Context: an optimization exercise on an open-source flow, tuned for small area. The choices shown serve that exercise and are no tape-out recipe.
The RTL was checked by simulation tests, not by an equivalence proof against the original design.

`design.v`:
```
module muldiv #(parameter LA = 8, parameter LAMIN = 8) (
    input  wire        mode,    
    input  wire [15:0] a,
    input  wire [15:0] b,
    output wire [31:0] prod,
    output wire [15:0] quo
);
  wire [15:0] x = mode ? a : ~b;
  wire [15:0] row [0:16];
  wire [15:0] tbits, cbits;
  wire [15:0] bz;
  assign bz[15] = 1'b1;
  genvar s, j;
  generate
    for (s = 14; s >= 0; s = s - 1) begin : g_bz
      assign bz[s] = bz[s+1] & ~b[s+1];
    end
  endgenerate
  assign row[0] = 16'h0000;
  generate
    for (s = 0; s < 16; s = s + 1) begin : g_row
      wire g = b[15-s] | ~mode;
      wire [16:0] c;
      wire [15:0] xin, sm, o;
      assign c[0] = ~mode;
      assign xin[0] = a[15-s] & ~mode;
      for (j = 1; j < 16; j = j + 1) begin : g_in
        assign xin[j] = row[s][j-1];
      end
      for (j = 0; j < 16; j = j + 1) begin : g_cell
        wire op = x[j] & g;
        if (s == 0 && j > 0) begin : g_s0
          assign sm[j] = op;
        end else begin : g_s
          assign sm[j] = xin[j] ^ op ^ c[j];
        end
        if (s == 0 && j > 0) begin : g_r0
          assign c[j+1] = 1'b0;
        end else if ((j % LA) == (LA - 1) && j <= s && s >= LAMIN) begin : g_la
          wire [LA-1:0] gg, pp;
          genvar i;
          for (i = 0; i < LA; i = i + 1) begin : g_gp
            assign gg[i] = xin[j-LA+1+i] & x[j-LA+1+i] & g;
            assign pp[i] = xin[j-LA+1+i] | (x[j-LA+1+i] & g);
          end
          reg G;
          integer m;
          always @* begin
            G = 1'b0;
            for (m = 0; m < LA; m = m + 1) G = gg[m] | (pp[m] & G);
          end
          assign c[j+1] = G | ((&pp) & c[j-LA+1]);
        end else begin : g_rc
          assign c[j+1] = (xin[j] & op) | (xin[j] & c[j]) | (op & c[j]);
        end
      end
      wire q = c[s+1] & bz[s];
      assign quo[15-s] = q;
      wire sel = mode | q;
      for (j = 0; j < 16; j = j + 1) begin : g_out
        if (j <= s && s < 15) begin : g_mux
          assign o[j] = sel ? sm[j] : xin[j];
        end else begin : g_nomux
          assign o[j] = sm[j];
        end
      end
      assign row[s+1] = o;
      assign tbits[15-s] = row[s][15];
      assign cbits[15-s] = c[16];
    end
  endgenerate
  assign prod[15:0] = row[16];
  wire [15:0] hk;
  assign hk[0] = 1'b0;
  generate
    for (j = 0; j < 15; j = j + 1) begin : g_hi
      assign prod[16+j] = tbits[j] ^ cbits[j] ^ hk[j];
      assign hk[j+1] = (tbits[j] & cbits[j]) | (tbits[j] & hk[j]) | (cbits[j] & hk[j]);
    end
  endgenerate
  assign prod[31] = hk[15];
endmodule
module ALU (
    input  wire [4:0]  opcode,
    input  wire [15:0] a,           
    input  wire [15:0] b,           
    input  wire [7:0]  imm,         
    input  wire [15:0] flags,       
    input  wire [15:0] input_reg,
    input  wire [15:0] dmem_rdata,
    output reg  [15:0] r0,          
    output reg  [15:0] r1,          
    output reg  [15:0] nf,          
    output reg         fen,         
    output reg         we0,         
    output reg         dbl          
);
  wire [3:0] bp = imm[7:4];
  wire is_sub = (opcode == 5'b00010) | (opcode == 5'b01001);
  wire is_inc = (opcode == 5'b01000);
  wire [15:0] bb = is_inc ? 16'h0000 : (is_sub ? ~b : b);
  wire [16:0] ac;
  wire [15:0] sum;
  assign ac[0] = is_sub | is_inc;
  genvar j;
  generate
    for (j = 0; j < 16; j = j + 1) begin : g_add
      assign sum[j] = a[j] ^ bb[j] ^ ac[j];
      assign ac[j+1] = (a[j] & bb[j]) | (a[j] & ac[j]) | (bb[j] & ac[j]);
    end
  endgenerate
  wire cout = ac[16];
  wire ovf = (a[15] == bb[15]) & (sum[15] ^ a[15]);
  wire [31:0] prod;
  wire [15:0] quo;
  muldiv md (.mode(opcode == 5'b00001), .a(a), .b(b), .prod(prod), .quo(quo));
  wire [15:0] mask = 16'h0001 << bp;
  wire bit_in = input_reg[bp];
  wire bz = (b == 16'h0000);
  reg common;
  wire zero = (r0 == 16'h0000);
  always @* begin
    r0 = a;
    r1 = 16'h0000;
    fen = 1'b0;
    we0 = 1'b0;
    dbl = 1'b0;
    common = 1'b0;
    nf = flags;
    case (opcode)
      5'b11001: begin r0 = sum; fen = 1'b1; we0 = 1'b1; common = 1'b1;
                  nf[0] = cout; nf[1] = ovf; end
      5'b00010: begin r0 = sum; fen = 1'b1; we0 = 1'b1; common = 1'b1;
                  nf[0] = ~cout; nf[1] = ovf; end
      5'b01001: begin r0 = sum; fen = 1'b1; common = 1'b1;
                  nf[0] = ~cout; nf[2] = cout & ~zero; end
      5'b01000: begin r0 = sum; fen = 1'b1; we0 = 1'b1; common = 1'b1;
                  nf[0] = cout; nf[1] = ovf; end
      5'b00001: begin r0 = prod[15:0]; r1 = prod[31:16]; fen = 1'b1; we0 = 1'b1;
                  dbl = 1'b1; nf[0] = 1'b0; end
      5'b00011: begin r0 = quo; fen = 1'b1; we0 = 1'b1; common = ~bz;
                  if (bz) nf[1] = 1'b1; end
      5'b00100: begin r0 = ~a; fen = 1'b1; we0 = 1'b1; common = 1'b1; end
      5'b00101: begin r0 = a & b; fen = 1'b1; we0 = 1'b1; common = 1'b1; end
      5'b00110:  begin r0 = a | b; fen = 1'b1; we0 = 1'b1; common = 1'b1; end
      5'b00111: begin r0 = a ^ b; fen = 1'b1; we0 = 1'b1; common = 1'b1; end
      5'b01010:  begin r0 = {a[0], a[15:1]}; fen = 1'b1; we0 = 1'b1; common = 1'b1; end
      5'b01011:  begin r0 = {a[14:0], a[15]}; fen = 1'b1; we0 = 1'b1; common = 1'b1; end
      5'b01100: begin r0 = a | mask; fen = 1'b1; we0 = 1'b1; common = 1'b1; end
      5'b01101: begin r0 = a & ~mask; fen = 1'b1; we0 = 1'b1; common = 1'b1; end
      5'b01110: begin r0 = a ^ mask; fen = 1'b1; we0 = 1'b1; common = 1'b1; end
      5'b01111: fen = 1'b1;
      5'b10000: fen = 1'b1;
      5'b10001: fen = 1'b1;
      5'b11110: begin fen = 1'b1; nf[4] = bit_in; end
      5'b10110: begin r0 = {a[15:8], imm}; we0 = 1'b1; end
      5'b10111: begin r0 = {imm, a[7:0]}; we0 = 1'b1; end
      5'b11000: begin r0 = a; we0 = 1'b1; end
      5'b10101: begin r0 = a; r1 = b; end
      5'b10100: begin r0 = dmem_rdata; we0 = 1'b1; dbl = 1'b1; end
      5'b11101: begin r0 = input_reg; we0 = 1'b1; end
      default: ;
    endcase
    if (opcode == 5'b01111 || opcode == 5'b10000 || opcode == 5'b10001)
      nf = (flags & ~mask) |
           (mask & {16{(opcode == 5'b01111) | ((opcode == 5'b10001) & ~flags[bp])}});
    if (opcode == 5'b00010 || opcode == 5'b01001) nf[3] = zero;
    if (common) begin
      nf[7] = zero;
      nf[6] = r0[15];
      nf[5] = ~^r0;
    end
  end
endmodule
`timescale 1ps/1ps
module pipelined_processor(
  input wire clk,
  input wire rst,
  input wire [15:0] input_reg,
  output reg [15:0] output_reg,
  output wire [10:0] imem_addr,
  input wire [15:0] imem_rdata,
  output wire dmem_re,
  output wire [10:0] dmem_raddr,
  input wire [15:0] dmem_rdata,
  output wire dmem_we,
  output wire [10:0] dmem_waddr,
  output wire [15:0] dmem_wdata
);
  reg [10:0] pc;
  reg [4:0]  opD;         
  reg [10:0] fD;
  reg [4:0]  opE;         
  reg [10:0] fE;
  reg        jmpE;        
  reg [10:0] breg;        
  reg [15:0] T;           
  reg [15:0] U;           
  reg [10:0] fW;          
  reg        weW;         
  reg        dblW;        
  reg        stW;         
  reg        mviW;        
  reg [15:0] W0;          
  reg [15:0] W1;          
  reg        pV;          
  reg [2:0]  pA;
  reg [15:0] pD;
  reg [127:0] rf;        
  reg [7:0]  rfv;         
  assign imem_addr = pc;
  wire jfD = (opD == 5'b10011) & T[fD[7:4]];
  wire holdD = jfD | (opD == 5'b11111);
  wire [10:0] pcinc;
  wire [11:0] ic;
  assign ic[0] = 1'b1;
  genvar k;
  generate
    for (k = 0; k < 11; k = k + 1) begin : g_inc
      assign pcinc[k] = pc[k] ^ ic[k];
      assign ic[k+1] = pc[k] & ic[k];
    end
  endgenerate
  always @(posedge clk or posedge rst) begin
    if (rst) begin
      pc <= 11'd0;
      opD <= 5'd0;
      opE <= 5'd0;
      jmpE <= 1'b0;
    end else begin
      if (!holdD) pc <= jmpE ? breg : pcinc;
      opD <= jmpE ? 5'd0 : imem_rdata[15:11];
      opE <= jmpE ? 5'd0 : opD;
      jmpE <= ~jmpE & jfD;
    end
  end
  always @(posedge clk) begin
    fD <= jmpE ? 11'd0 : imem_rdata[10:0];
    fE <= jmpE ? 11'd0 : fD;
    breg <= fW;
  end
  wire rdsrc = (opE == 5'b01100) | (opE == 5'b01101) | (opE == 5'b01110) |
               (opE == 5'b10110) | (opE == 5'b10111);
  wire [2:0] rs1 = rdsrc ? fE[10:8] : fE[7:5];
  wire [2:0] rs2 = fE[4:2];
  wire [2:0] rdW = mviW ? fW[7:5] : fW[10:8];
  reg [15:0] ra, rb;
  integer i;
  always @* begin
    ra = 16'h0000;
    rb = 16'h0000;
    for (i = 0; i < 8; i = i + 1) begin
      ra = ra | ({16{rfv[i] & (rs1 == i)}} & rf[16*i +: 16]);
      rb = rb | ({16{rfv[i] & (rs2 == i)}} & rf[16*i +: 16]);
    end
  end
  wire [15:0] a = (weW & (rdW == rs1)) ? W0 : ra;
  wire [15:0] b = (weW & (rdW == rs2)) ? W0 : rb;
  assign dmem_re = (opE == 5'b10100);
  assign dmem_raddr = ra[10:0];
  wire [15:0] r0, r1, nf;
  wire fen, we0, dbl;
  ALU alu (
    .opcode(opE), .a(a), .b(b), .imm(fE[7:0]), .flags(U),
    .input_reg(input_reg), .dmem_rdata(dmem_rdata),
    .r0(r0), .r1(r1), .nf(nf), .fen(fen), .we0(we0), .dbl(dbl)
  );
  always @(posedge clk or posedge rst) begin
    if (rst) begin
      T <= 16'h0000;
      weW <= 1'b0;
      dblW <= 1'b0;
      stW <= 1'b0;
      mviW <= 1'b0;
      output_reg <= 16'h0000;
      pV <= 1'b0;
      rfv <= 8'h00;
    end else begin
      if (fen) T <= nf;
      weW <= ~jmpE & we0;
      dblW <= ~jmpE & dbl;
      if (!jmpE) stW <= (opE == 5'b10101);
      mviW <= (opE == 5'b11101);
      if (opE == 5'b11100) output_reg <= a;
      pV <= dblW;
      if (weW) rfv[rdW] <= 1'b1;
      if (pV) rfv[pA] <= 1'b1;
    end
  end
  always @(posedge clk) begin
    U <= T;
    fW <= fE;
    W0[15:11] <= r0[15:11];
    if (!jmpE) begin
      W0[10:0] <= r0[10:0];
      W1 <= r1;
    end
    pA <= rdW + 3'd1;
    pD <= W1;
  end
  wire [7:0] s0 = weW ? (8'h01 << rdW) : 8'h00;
  wire [7:0] s1 = pV ? ((8'h01 << pA) & ~s0) : 8'h00;
  always @(posedge clk) begin
    for (i = 0; i < 8; i = i + 1)
      rf[16*i +: 16] <= ({16{s0[i]}} & W0) | ({16{s1[i]}} & pD) |
                        ({16{~(s0[i] | s1[i])}} & rf[16*i +: 16]);
  end
  assign dmem_we = stW;
  assign dmem_waddr = W0[10:0];
  assign dmem_wdata = W1;
endmodule
```
`flow/run.sh`:
```
#!/bin/bash
set -o pipefail
export BUFFER_PORTS_ARGS="-buffer_cell sky130_fd_sc_hd__buf_1"
export CTS_ARGS="-sink_clustering_enable -repair_clock_nets -dont_use_dummy_load -sink_clustering_size 25 -sink_clustering_max_diameter 80 -buf_list sky130_fd_sc_hd__clkbuf_16"
bash standard.sh > standard.log 2>&1
```
`standard.sh`:
```
#!/bin/bash
# synth_recipe.tcl (not shown) runs the flow's synth.tcl, then flattens the netlist and writes it again
# the make line also repeats each setting of config.mk as NAME=value (left out here)
make -C /OpenROAD-flow-scripts/flow DESIGN_CONFIG=/design/flow/config.mk WORK_HOME=/design/flow/orfs CLKGATE_MAP_FILE= SYNTH_SCRIPT=/design/flow/synth_recipe.tcl "${@:-finish}"
```
`config.mk`:
```
export PLATFORM = sky130hd
export DESIGN_NAME = pipelined_processor
export DESIGN_NICKNAME = pipelined_processor
export VERILOG_FILES = /design/flow/design.v
export SDC_FILE = /design/flow/constraint.sdc
export NUM_CORES = 4
export LEC_CHECK = 0
export ABC_AREA = 1
export CAP_MARGIN = 20
export CORE_MARGIN = 2
export CORE_UTILIZATION = 40
export SLEW_MARGIN = 20
```
`constraint.sdc`:
```
create_clock -name core_clock -period 50.0 [get_ports {clk}]
set_input_delay 10.0000 -clock core_clock [delete_from_list [all_inputs] [get_ports {clk}]]
set_output_delay 10.0000 -clock core_clock [all_outputs]
set_load 0.01 [all_outputs]
```
==> results.txt, run 1 <==
The minimum clock period is 46.94 ns. The clock input transition at the sequential cells of the worst setup and hold paths came out at 0.10 ns. The number of distinct library cells after synthesis came out at 72. The library cell appearing most often on the critical path is sky130_fd_sc_hd__fa_1.

Along the worst path, the maximum fanout reaches 13. The initial antenna violation count came out at 1. The number of buffers on the longest clock path is 3. The worst hold slack is 0.321 ns. The register-to-register setup slack came out at 3.06 ns.

The number of buffers inserted during clock tree synthesis came out at 20. The core occupancy in the finished layout came out at 43.7%. In this run the worst hold path is classified as flop to flop. For the pin with the worst max-slew slack, the measured transition is 1.23 ns. The biggest area contributor in the post-synthesis netlist is sky130_fd_sc_hd__fa_1. Among all cell types in the netlist, the one instantiated most often is sky130_fd_sc_hd__nand2_1.

The synthesized instance count is 3,889. The number of cells in the finished layout apart from fillers came out at 4,907. Yosys mapped a number of flops with a built-in enable equal to 27. Across all layers, the routed design uses 28,500 vias. The multi-input logic area came out at 18,700 µm².

The filler cells instantiated in the layout total 7,403. The routed wire length came out at 118,000 µm. Counting instances in the post-synthesis netlist gives the leading cell types as sky130_fd_sc_hd__nand2_1, sky130_fd_sc_hd__inv_1, sky130_fd_sc_hd__nor2_1.

The final estimated routing congestion in global placement came out at 1.04. When the netlist entered floorplanning its net count stood at 4,277. After detailed routing, the number of remaining DRC violations is 0. The delay of the slowest cell on the worst path came out at 0.48 ns. The total of warnings raised by yosys came out at 3. The average cell area after synthesis is 7.35 µm².

The number of placed instances, taps included, is 4,857. The floorplan step set the die width to 271 µm. The max-cap check violation count is 0.

After floorplanning, the core was divided into 97 placement rows. Once placement finished, the instance area stood at 29,900 µm². The register containing the most flip-flops in the final layout is rf. The number of pins exceeding their max-slew limit in the final report came to 0. The number of detailed-route iterations in the first pass is 6.

The maximum number of pins on one net before global-route repair came out at 68. The effective utilization at floorplan came out at 40.6%. The remaining number of nets flagged by the antenna check after routing is 0. The first routing iteration left 3,671 violations.

The wire length of the first global-routing pass came out at 175,000 µm. The clock tree from TritonCTS is done. The number of port buffers came out at 116.

The flow ran to the end and the layout has no timing, DRC or antenna violations. The detailed-route wire length per cell is 24.1 µm. The share of the synthesized area in the top cell type came out at 16.7%. The die span in y is 271 µm. The global-route usage over all layers is 31.3%.

The number of primary I/O pins is 117. The worst setup path is captured at a flop. The proportion of layout cells with a drive suffix above 1 is 9.63%. The total overflow reported by the global router is 0. The upper clock frequency limit is 21.3 MHz. The sequential fraction of the synthesis area came out at 23.6%. The total number of nets in the final design came out at 4,355. The placed wire-length estimate is 88,800 µm.

The area growth from synthesis to layout is 7.78%. The cell sitting at the root of the clock tree is a sky130_fd_sc_hd__clkbuf_16. The synthesized netlist occupies a cell area of 28,600 µm². The critical path is of the flop to flop type. The finished layout cell area is 30,800 µm². The flip-flop and latch count after synthesis is 306. The clock network latency to the later pin of the worst-skew pair came out at 0.57 ns. The placeable core region is 70,400 µm². In the routed layout, each cell is associated on average with a via count of 5.81. The final worst clock skew is 0.0801 ns.

The final count of hold timing violations is 0. The count of cells along the worst hold path came out at 0. The sequential cell area came out at 6740 µm². The type of origin of the critical path is a flop. The number of cells on the worst reg-to-reg path is 240. The die footprint is 73,600 µm². The period utilization is 93.9%.

The most used flip-flop cell after synthesis is sky130_fd_sc_hd__dfxtp_1. The via count of the first global-routing pass came out at 27,100. The async set-or-reset flop fraction in the synthesized netlist is 21.9%.

STA puts the critical path data required time at 50.37 ns. After synthesis, the cell types taking the most area are sky130_fd_sc_hd__fa_1, sky130_fd_sc_hd__dfxtp_1, sky130_fd_sc_hd__nand2_1. The number of levels the H-tree was split into is 1. The signal arrival time at the worst endpoint is 47.31 ns. The slowest stage cell on the critical path is sky130_fd_sc_hd__fa_1.

The flip-flop count of the largest register after layout came out at 128. The worst slew margin relative to its limit came out at 17.5%. The final setup violation count is 0.

The tree built by TritonCTS fans out to 306 sinks.
[path summary, 6_finish.rpt]
| check | start | end |
|---|---|---|
| setup reg to reg | opE[3] | W1[14] |
| hold / removal | T[2] | U[2] |
| min in group asynchronous | rst | stW |
| setup / recovery | opE[3] | W1[14] |
| max in group asynchronous | rst | opE[4] |
| hold reg to reg | T[2] | U[2] |
[cell usage in the layout, fill, tap and decap left out, types with 94 or more instances in the layout]
cell                       Yosys  routed
sky130_fd_sc_hd__nor2_1      434     433
sky130_fd_sc_hd__inv_1       590     584
sky130_fd_sc_hd__ha_1         99      99
sky130_fd_sc_hd__buf_4        17      94
sky130_fd_sc_hd__o221ai_1    145     144
sky130_fd_sc_hd__nand3_1     199     198
sky130_fd_sc_hd__o21ai_0     193     190
sky130_fd_sc_hd__nand2_1     846     835
sky130_fd_sc_hd__buf_1         4     116
sky130_fd_sc_hd__fa_1        239     238
sky130_fd_sc_hd__dfxtp_1     212     208
[worst max-delay path, delay by kind of cell (launching register included)]
family | cells | cell delay (ns)
adder cells (fa/ha/maj) | 76 | 27.57
AND/OR/NAND/NOR | 87 | 9.32
AO/OA/AOI/OAI | 44 | 5.45
buffers and inverters | 30 | 3.29
XOR/XNOR | 3 | 0.61
flip-flops | 1 | 0.45
[layout make-up]
| cell class | count | share of cell area [%] |
|---|---|---|
| Multi-Input combinational cell | 2785 | 60.9 |
| Sequential cell | 306 | 21.9 |
| Inverter | 640 | 7.94 |
| Tap cell | 940 | 3.82 |
| Timing Repair Buffer | 212 | 3.79 |
| Clock buffer | 20 | 1.63 |
| Timing Repair inverter | 2 | 0.0325 |
| Antenna cell | 2 | 0.0163 |
[cell families after synthesis]
group | synth area share [%]
flops | 23.6
compound gates | 16.4
xor+xnor | 0.845
buf+inv | 11.2
fa+ha+maj | 21.1
simple gates | 26.9
[stage by stage]
step	worst slack [ns]	setup TNS (ns)
6_report	3.06	0
5_1_grt	-0.0508	-0.0508
4_1_cts	0.0836	0
3_5_place_dp	0.324	0
3_3_place_gp	1.45	0
2_1_floorplan	7.34	0
[metal layers]
metal / global-route usage [%] / up-vias / part of all wire (%)
li1: - / 12800 / -
met2: 48.8 / 1725 / 44
met4: 15.9 / 0 / 6.1
met1: 41.4 / 13600 / 40
met3: 6.09 / 396 / 10
met5: 0 / - / 0
[timing repair]
item	in CTS	in global routing
resized for setup	0	39
hold buffers	0	0
endpoints found under the setup margin	0	24
buffers inserted	0	25
==> run 2: changes to the inputs <==
--- a/config.mk
+++ b/config.mk
@@ -10,3 +10,3 @@
 export CORE_MARGIN = 2
-export CORE_UTILIZATION = 40
+export CORE_UTILIZATION = 65
 export SLEW_MARGIN = 20
==> run 2 against run 1 <==
Net effect: critical path type unchanged; worst setup slack worse by 0.81 ns; hold slack improved by 0.013 ns; largest cell class unchanged; cell count decreased by 7.8%; synthesized cell count stayed put; first-iteration DRC count rose by 34%; critical endpoint unchanged.
==> results.txt, run 2 <==
The total of warnings raised by yosys came out at 3. The run finished with no timing, DRC or antenna violations. The number of port buffers came out at 116. The remaining number of nets flagged by the antenna check after routing came out at 0. The largest single stage delay on the critical path is 0.64 ns. The number of flops mapped to enable cells by yosys is 27. The flip-flop count of the largest register after layout came out at 128.

Leaving out fill and tap cells, the most frequent cell in the layout is sky130_fd_sc_hd__nand2_1. CTS placed an instance of sky130_fd_sc_hd__clkbuf_16 at the clock tree root. Pin placement for this block handled 117 I/O pins. The final estimated routing congestion in global placement came out at 1.10. The clock passes through at most 3 buffers.

The top flip-flop cell by instance count after synthesis is sky130_fd_sc_hd__dfxtp_1. For this design, the CTS-stage hold fixing added 0 buffers. For the worst setup path, the data required time is 50.39 ns. For this run, the total global-route usage over all layers was measured as 49.6%.

The placed wire-length estimate came out at 84,500 µm. The site row count came out at 76. The minimum clock period came out at 47.75 ns. In the post-route analysis, the smallest setup slack over all paths is 2.25 ns. The clock input transition at the sequential cells of the worst setup and hold paths came out at 0.10 ns. After detailed routing, the total wire length is 115,000 µm. In the final design database the tool counted 4,324 nets. The worst slew margin relative to its limit is 11.7%. Entering global routing, the biggest net connects 68 pins.

The effective utilization at floorplan came out at 66.0%. The sequential fraction of the synthesis area is 23.6%. The period utilization came out at 95.5%. The number of levels the H-tree was split into came out at 1.

The via count of the first global-routing pass came to 29,100. Counting stages on the worst path, the most repeated cell is sky130_fd_sc_hd__fa_1. The register containing the most flip-flops in the final layout is rf. For this run, the detailed router's first-pass iteration total came to 7. By count the netlist is led by sky130_fd_sc_hd__nand2_1, sky130_fd_sc_hd__inv_1, sky130_fd_sc_hd__nor2_1. The final count of hold timing violations came to 0. The signal arrival time at the worst endpoint came out at 48.14 ns. The clock reaches the later pin of the worst-skew pair after 0.55 ns.

The most frequent cell after synthesis is sky130_fd_sc_hd__nand2_1. The average cell area after synthesis came out at 7.35 µm². The number of distinct library cells after synthesis is 72.

The mean number of vias per cell came out at 6.68. The synthesized instance count came out at 3,889. The die footprint is 45,600 µm².

The proportion of layout cells with a drive suffix above 1 is 9.33%. For this run, asynchronously set or reset flops after synthesis account for 21.9%. The worst setup path is captured at a flop. Ranked by total cell area, the synthesized netlist is headed by sky130_fd_sc_hd__fa_1, sky130_fd_sc_hd__dfxtp_1, sky130_fd_sc_hd__nand2_1. The placeable core region is 43,300 µm². The net count of the mapped netlist is 4,277. The worst hold path belongs to the class flop to flop. The die boundary width is 214 µm. The total vias in the final route is 30,200. The initial antenna violation count is 3.

Counting the fill cells in the layout gives 3,721. The detailed-route wire length per cell came out at 25.4 µm. The placed instance area came out at 29,400 µm². For this design, the slowest cell found on the critical path is sky130_fd_sc_hd__nor2_2. The number of buffers inserted during clock tree synthesis is 16.

The cell taking the most area after synthesis is sky130_fd_sc_hd__fa_1. In the layout the commonest cells are sky130_fd_sc_hd__nand2_1, sky130_fd_sc_hd__inv_1, sky130_fd_sc_hd__nor2_1, sky130_fd_sc_hd__fa_1, sky130_fd_sc_hd__dfxtp_1.

The share of the synthesized area in the top cell type is 16.7%. The upper clock frequency limit is 20.9 MHz. The area of the mapped netlist came out at 28,600 µm². For this block, the initial DRC count from the detailed router was 4,925. The tree built by TritonCTS fans out to 306 sinks. The wire length of the first global-routing pass came out at 170,000 µm. The number of pins exceeding their max-slew limit in the final report was 0.

The detailed-route DRC error count came out at 0. For the pin with the worst max-slew slack, the measured transition is 1.32 ns. Prior to clock tree synthesis, the placed netlist has a worst setup slack of 0.0225 ns. The final worst clock skew is 0.0539 ns. The flip-flop and latch count after synthesis came out at 306.

The worst hold slack came out at 0.334 ns. Setup violations remaining at the end of the flow were counted as 0. TritonCTS built the clock tree.

The die span in y is 214 µm. The total overflow reported by the global router came out at 0. The maximum fanout encountered on the critical timing path came out at 17. The area growth from synthesis to layout is 5.29%.

By startpoint and endpoint, the worst setup path is classified as flop to flop. The max-cap check violation count is 0.

Once layout is done, the placed cells without fillers occupy 30,100 µm². The worst setup path is launched from a flop.
-- run 2: cell families (layout without fill, tap and decap cells) --
group | Yosys count | in the layout | share of synthesized area, %
simple gates | 1738 | 1739 | 26.9
xor+xnor | 25 | 25 | 0.845
flops | 306 | 306 | 23.6
compound gates | 683 | 683 | 16.4
buf+inv | 799 | 843 | 11.2
fa+ha+maj | 338 | 338 | 21.1
other cells | 0 | 3 | 0
-- run 2: cell type report --
| class | instances | area (µm²) | area share (%) |
|---|---|---|---|
| inverter | 640 | 2450 | 8.15 |
| tap | 585 | 732 | 2.43 |
| multi-input combinational | 2785 | 18800 | 62.4 |
| timing repair inverter | 1 | 5.00 | 0.0166 |
| clock buffer | 16 | 400 | 1.33 |
| timing repair buffer | 186 | 961 | 3.19 |
| sequential | 306 | 6740 | 22.4 |
| antenna | 3 | 7.51 | 0.0250 |
-- run 2: what timing repair did --
item                       CTS  global route
gates resized for setup      2            51
setup buffers                0            17
pin swaps                    1             7
setup endpoints to repair    1            23
cloned                       0             2
-- run 2: critical path: cells and delay by family, from the launching register on --
family	cells	cell delay [ns]
AO/OA/AOI/OAI	43	6.16
XOR/XNOR	2	0.41
adder cells (fa/ha/maj)	75	27.28
buffers and inverters	29	3.56
flip-flops	1	0.53
AND/OR/NAND/NOR	83	9.64
-- run 2: metal layers --
layer	wire length (µm)	track usage, %
met1	39300	60.3
met2	47900	74.6
met3	15500	13.4
met4	11900	39.2
met5	39	1.51
-- run 2: through the flow --
step                instances  util, %  TNS (ns)
global placement         4484     67.9         0
CTS                      4500     68.8         0
floorplan                3889        -         0
global route             4519     69.5   -0.0658
finish                   4522     69.5         0
detailed placement       4484     67.9         0
-- run 2: final timing paths --
kind / end / startpoint / cells past startpoint / slack (ns)
min in group asynchronous: pc[1] / rst / 3 / 9.72
max reg2reg: W1[14] / fE[4] / 232 / 2.25
min reg2reg: breg[1] / fW[1] / 0 / 0.33
min: breg[1] / fW[1] / 0 / 0.33
max in group asynchronous: opE[4] / rst / 3 / 39.68
max: W1[14] / fE[4] / 232 / 2.25
==> run 3: changes to the inputs <==
==> flow/run.sh (replaced) <==
#!/bin/bash
set -o pipefail
export BUFFER_PORTS_ARGS="-buffer_cell sky130_fd_sc_hd__buf_1"
export CTS_ARGS="-sink_clustering_enable -repair_clock_nets -dont_use_dummy_load -sink_clustering_size 30 -sink_clustering_max_diameter 80 -buf_list sky130_fd_sc_hd__clkbuf_16"
bash standard.sh > standard.log 2>&1
==> run 3 against run 2 <==
Net effect: area after synthesis did not move; core utilization barely moved; still clean; critical path depth rose by 1; non-clock buffer count rose by 1; via count fell by 0.80%; hold slack improved by 0.0059 ns; worst setup slack got worse by 0.19 ns.
==> results.txt, run 3 <==
The detailed-route DRC error count is 0. The site row count is 76. For the pin with the worst max-slew slack, the measured transition is 1.13 ns.

The adder-cell share of the synthesized area is 21.1%. After Yosys synthesis, and, or, nand and nor cells account for 26.9% of the synthesized area. The compound-cell area share of the yosys netlist came out at 16.4%.

The clock tree from TritonCTS is done. The most frequent cell after synthesis is sky130_fd_sc_hd__nand2_1. The initial utilization of the core area, before any placement, comes to 66.0%.

The maximum number of pins on one net before global-route repair came out at 68. The total vias in the final route is 29,900. The area of the mapped netlist came out at 28,600 µm². The total number of nets in the final design came out at 4,324. Of the post-synthesis cell area, the dominant cell type holds 16.7%. The register with the most flip-flops in the final layout is rf. The slowest stage of the critical path belongs to the cell sky130_fd_sc_hd__nor2_2. The sequential fraction of the synthesis area is 23.6%. The routed wire length came out at 115,000 µm. The area growth from synthesis to layout is 5.28%. After synthesis, the mean cell area works out to 7.35 µm². The share of synthesized area spent on multiplexers came out at 0%. The core occupancy in the finished layout came out at 69.5%.

The number of detailed-route iterations in the first pass is 10. The wire length on met3 is 15,700 µm. Clock-pin slew was measured on the worst setup and hold paths at 0.12 ns. The flip-flop count of the largest register after layout is 128. The delay of the slowest cell on the worst path is 0.67 ns. The smallest clock period supported by the final layout is computed as 47.95 ns.

The placeable core region is 43,300 µm². The multi-input logic area is 18,800 µm². The final estimated routing congestion in global placement is 1.10. At the later pin of the worst-skew pair, clock insertion delay measures 0.55 ns.

The worst hold path terminates at breg[1]. In the routed layout, each cell is associated on average with a via count of 6.63. The worst setup path is launched from a flop. By area, the combinational part of the netlist is dominated by simple AND/OR/NAND/NOR gates.

In this run the horizontal extent of the chip is 214 µm. The final-layout fill cell count is 3,708. The signal arrival time at the worst endpoint is 48.33 ns. Setup violations remaining at the end of the flow were counted as 0. In this run the critical register-to-register path is captured at W1[14]. The via count of the first global-routing pass is 29,000.

The maximum fanout encountered on the critical timing path came out at 17. The global-route usage over all layers is 49.6%. The top flip-flop cell by instance count after synthesis is sky130_fd_sc_hd__dfxtp_1. The number of buffers inserted for hold repair after clock tree synthesis is 0.

The worst register-to-register path has a setup slack of 2.05 ns. Final hold analysis gives a worst-case slack of 0.340 ns. The data required time of the worst path came out at 50.39 ns. The first global-routing pass estimated 170,000 µm of wire. The total of warnings raised by yosys is 3. The synthesized instance count came out at 3,889. The run finished with no timing, DRC or antenna violations. The cell taking the most area after synthesis is sky130_fd_sc_hd__fa_1. TritonCTS created 15 clock buffers.

The initial antenna violation count came out at 6. The async set-or-reset flop fraction in the synthesized netlist came out at 21.9%. The highest layer touched by signal routing is met5. By count the netlist is led by sky130_fd_sc_hd__nand2_1, sky130_fd_sc_hd__inv_1, sky130_fd_sc_hd__nor2_1. The final worst clock skew came out at 0.0728 ns. The number of port buffers came out at 116. The worst register-to-register path begins at fE[4]. The area share of xor/xnor cells in the synthesized design is 0.845%. The flip-flop and latch count after synthesis came out at 306. The placed wire-length estimate came out at 84,500 µm. By instance count, the cell type seen most on the critical path is sky130_fd_sc_hd__fa_1. CTS built an H-tree with a depth of 1.

The proportion of layout cells with a drive suffix above 1 came out at 9.41%. The worst slew margin relative to its limit came out at 24.2%. The clock drives 306 sinks. The number of pins exceeding their max-slew limit in the final report is 0. The count of cells along the worst hold path came out at 0.

The first-iteration detailed-routing DRC count is 5,092. Yosys attributes the largest share of cell area to sky130_fd_sc_hd__fa_1, sky130_fd_sc_hd__dfxtp_1, sky130_fd_sc_hd__nand2_1. Yosys mapped a number of flops with a built-in enable equal to 27.

The worst min-delay path class is flop to flop. The library cell used most frequently in the layout, excluding fill and tap cells, is sky130_fd_sc_hd__nand2_1. In this run the count of I/O pins placed on the die edge is 117.

In this run the most critical hold path is launched from fW[1]. The die covers 45,600 µm². The upper clock frequency limit is 20.9 MHz. The detailed-route wire length per cell came out at 25.4 µm.

The period utilization is 95.9%. In the final routing, the length of wire on met1 measures 38,800 µm. The number of nets handed over by synthesis was 4,277. The max-cap check violation count came out at 0.

The worst setup path is of the flop to flop kind. The depth of the most critical reg-to-reg path is 233. The root buffer cell is sky130_fd_sc_hd__clkbuf_16. The sequential cell area came out at 6740 µm². After synthesis, the netlist uses 72 different library cells.

The die span in y came out at 214 µm. STA classifies the critical path endpoint as a flop. The final count of hold timing violations is 0. The sum of negative setup slack is 0 ns. Summed over all layers, the global routing overflow is 0. The remaining number of nets flagged by the antenna check after routing came out at 0. The routed length on met2 is 48,100 µm. In the layout the commonest cells are sky130_fd_sc_hd__nand2_1, sky130_fd_sc_hd__inv_1, sky130_fd_sc_hd__nor2_1, sky130_fd_sc_hd__fa_1, sky130_fd_sc_hd__dfxtp_1.

The number of buffers on the longest clock path is 3.
## run 3: kinds of logic after synthesis
family | Yosys count
fa+ha+maj | 338
simple gates | 1738
flops | 306
xor+xnor | 25
buf+inv | 799
compound gates | 683
## run 3: worst max-delay path by stage
stage,from,to,slack [ns],cells after the start
3_3_place_gp,fE[4],W1[14],1.84,236
4_1_cts,fE[6],W1[14],0.21,232
3_5_place_dp,fE[4],W1[14],0.02,236
2_1_floorplan,opE[4],W1[14],7.34,228
5_1_grt,mviW,W1[14],-0.25,243
6_report,fE[4],W1[14],2.05,233
## run 3: final cells by class
cell class | count | area share [%]
Inverter | 640 | 8.15
Timing Repair inverter | 1 | 0.0166
Antenna cell | 1 | 0.00832
Sequential cell | 306 | 22.4
Tap cell | 585 | 2.43
Multi-Input combinational cell | 2785 | 62.5
Timing Repair Buffer | 187 | 3.22
Clock buffer | 15 | 1.25
## run 3: worst max-delay path, delay by kind of cell (launching register included)
kind | cells | cell delay [ns]
AOI/OAI and AO/OA | 43 | 6.02
buffers and inverters | 29 | 3.52
adders and majority gates | 75 | 27.47
xor gates and xnor gates | 2 | 0.40
DFF | 1 | 0.53
and+or+nand+nor | 84 | 9.76
## run 3: what timing repair did
action                                  4_1_cts  5_1_grt
gates resized for setup                       2       55
cloned                                        0        2
endpoints found under the setup margin        1       25
pin swaps                                     1        8
buffers inserted                              0       18
## run 3: stage by stage
step                cell area (µm²)  worst slack [ns]  cells
global placement              29400              1.84   4484
floorplan                     28600              7.34   3889
detailed placement            29400            0.0225   4484
global route                  30100            -0.251   4519
finish                        30100              2.05   4520
CTS                           29700             0.207   4499
## run 3: per-layer routing
layer / vias up / GRT usage [%]
li1: 12700 / -
met1: 13800 / 60.1
met2: 2607 / 74.4
met3: 818 / 13.4
met4: 2 / 40.5
met5: - / 0

## afterwards: timing with drivers on the ports
In the flow no input, the clock included, has a driving cell. The finished layouts below were timed again as built, in two steps. Step 1 (the two cells are an assumption about what drives the block):
set clk [get_ports {clk}]
set_driving_cell -lib_cell sky130_fd_sc_hd__clkbuf_16 $clk
set_driving_cell -lib_cell sky130_fd_sc_hd__buf_2 [delete_from_list [all_inputs] $clk]
Step 2 also shifts input and output timing later by t, the mid clock arrival at the registers, as if the neighbouring blocks saw the same clock. Slacks: no drivers / after step 1 / after step 2; pairs: no drivers / after step 1.
| run | t (ns) | setup WS [ns] | slew at the worst register clock pin (ns) | worst data-port slew with drivers (ns) | cell pins on the clock port's net |
|---|---|---|---|---|---|
| run 1 | 0.605 | 3.061 / 3.061 / 3.061 | 0.10 / 0.10 | 0.06 | 1 |
| run 2 | 0.587 | 2.248 / 2.248 / 2.248 | 0.11 / 0.11 | 0.05 | 1 |
| run 3 | 0.582 | 2.055 / 2.055 / 2.055 | 0.12 / 0.12 | 0.04 | 1 |
After both steps every run listed still meets setup and hold.
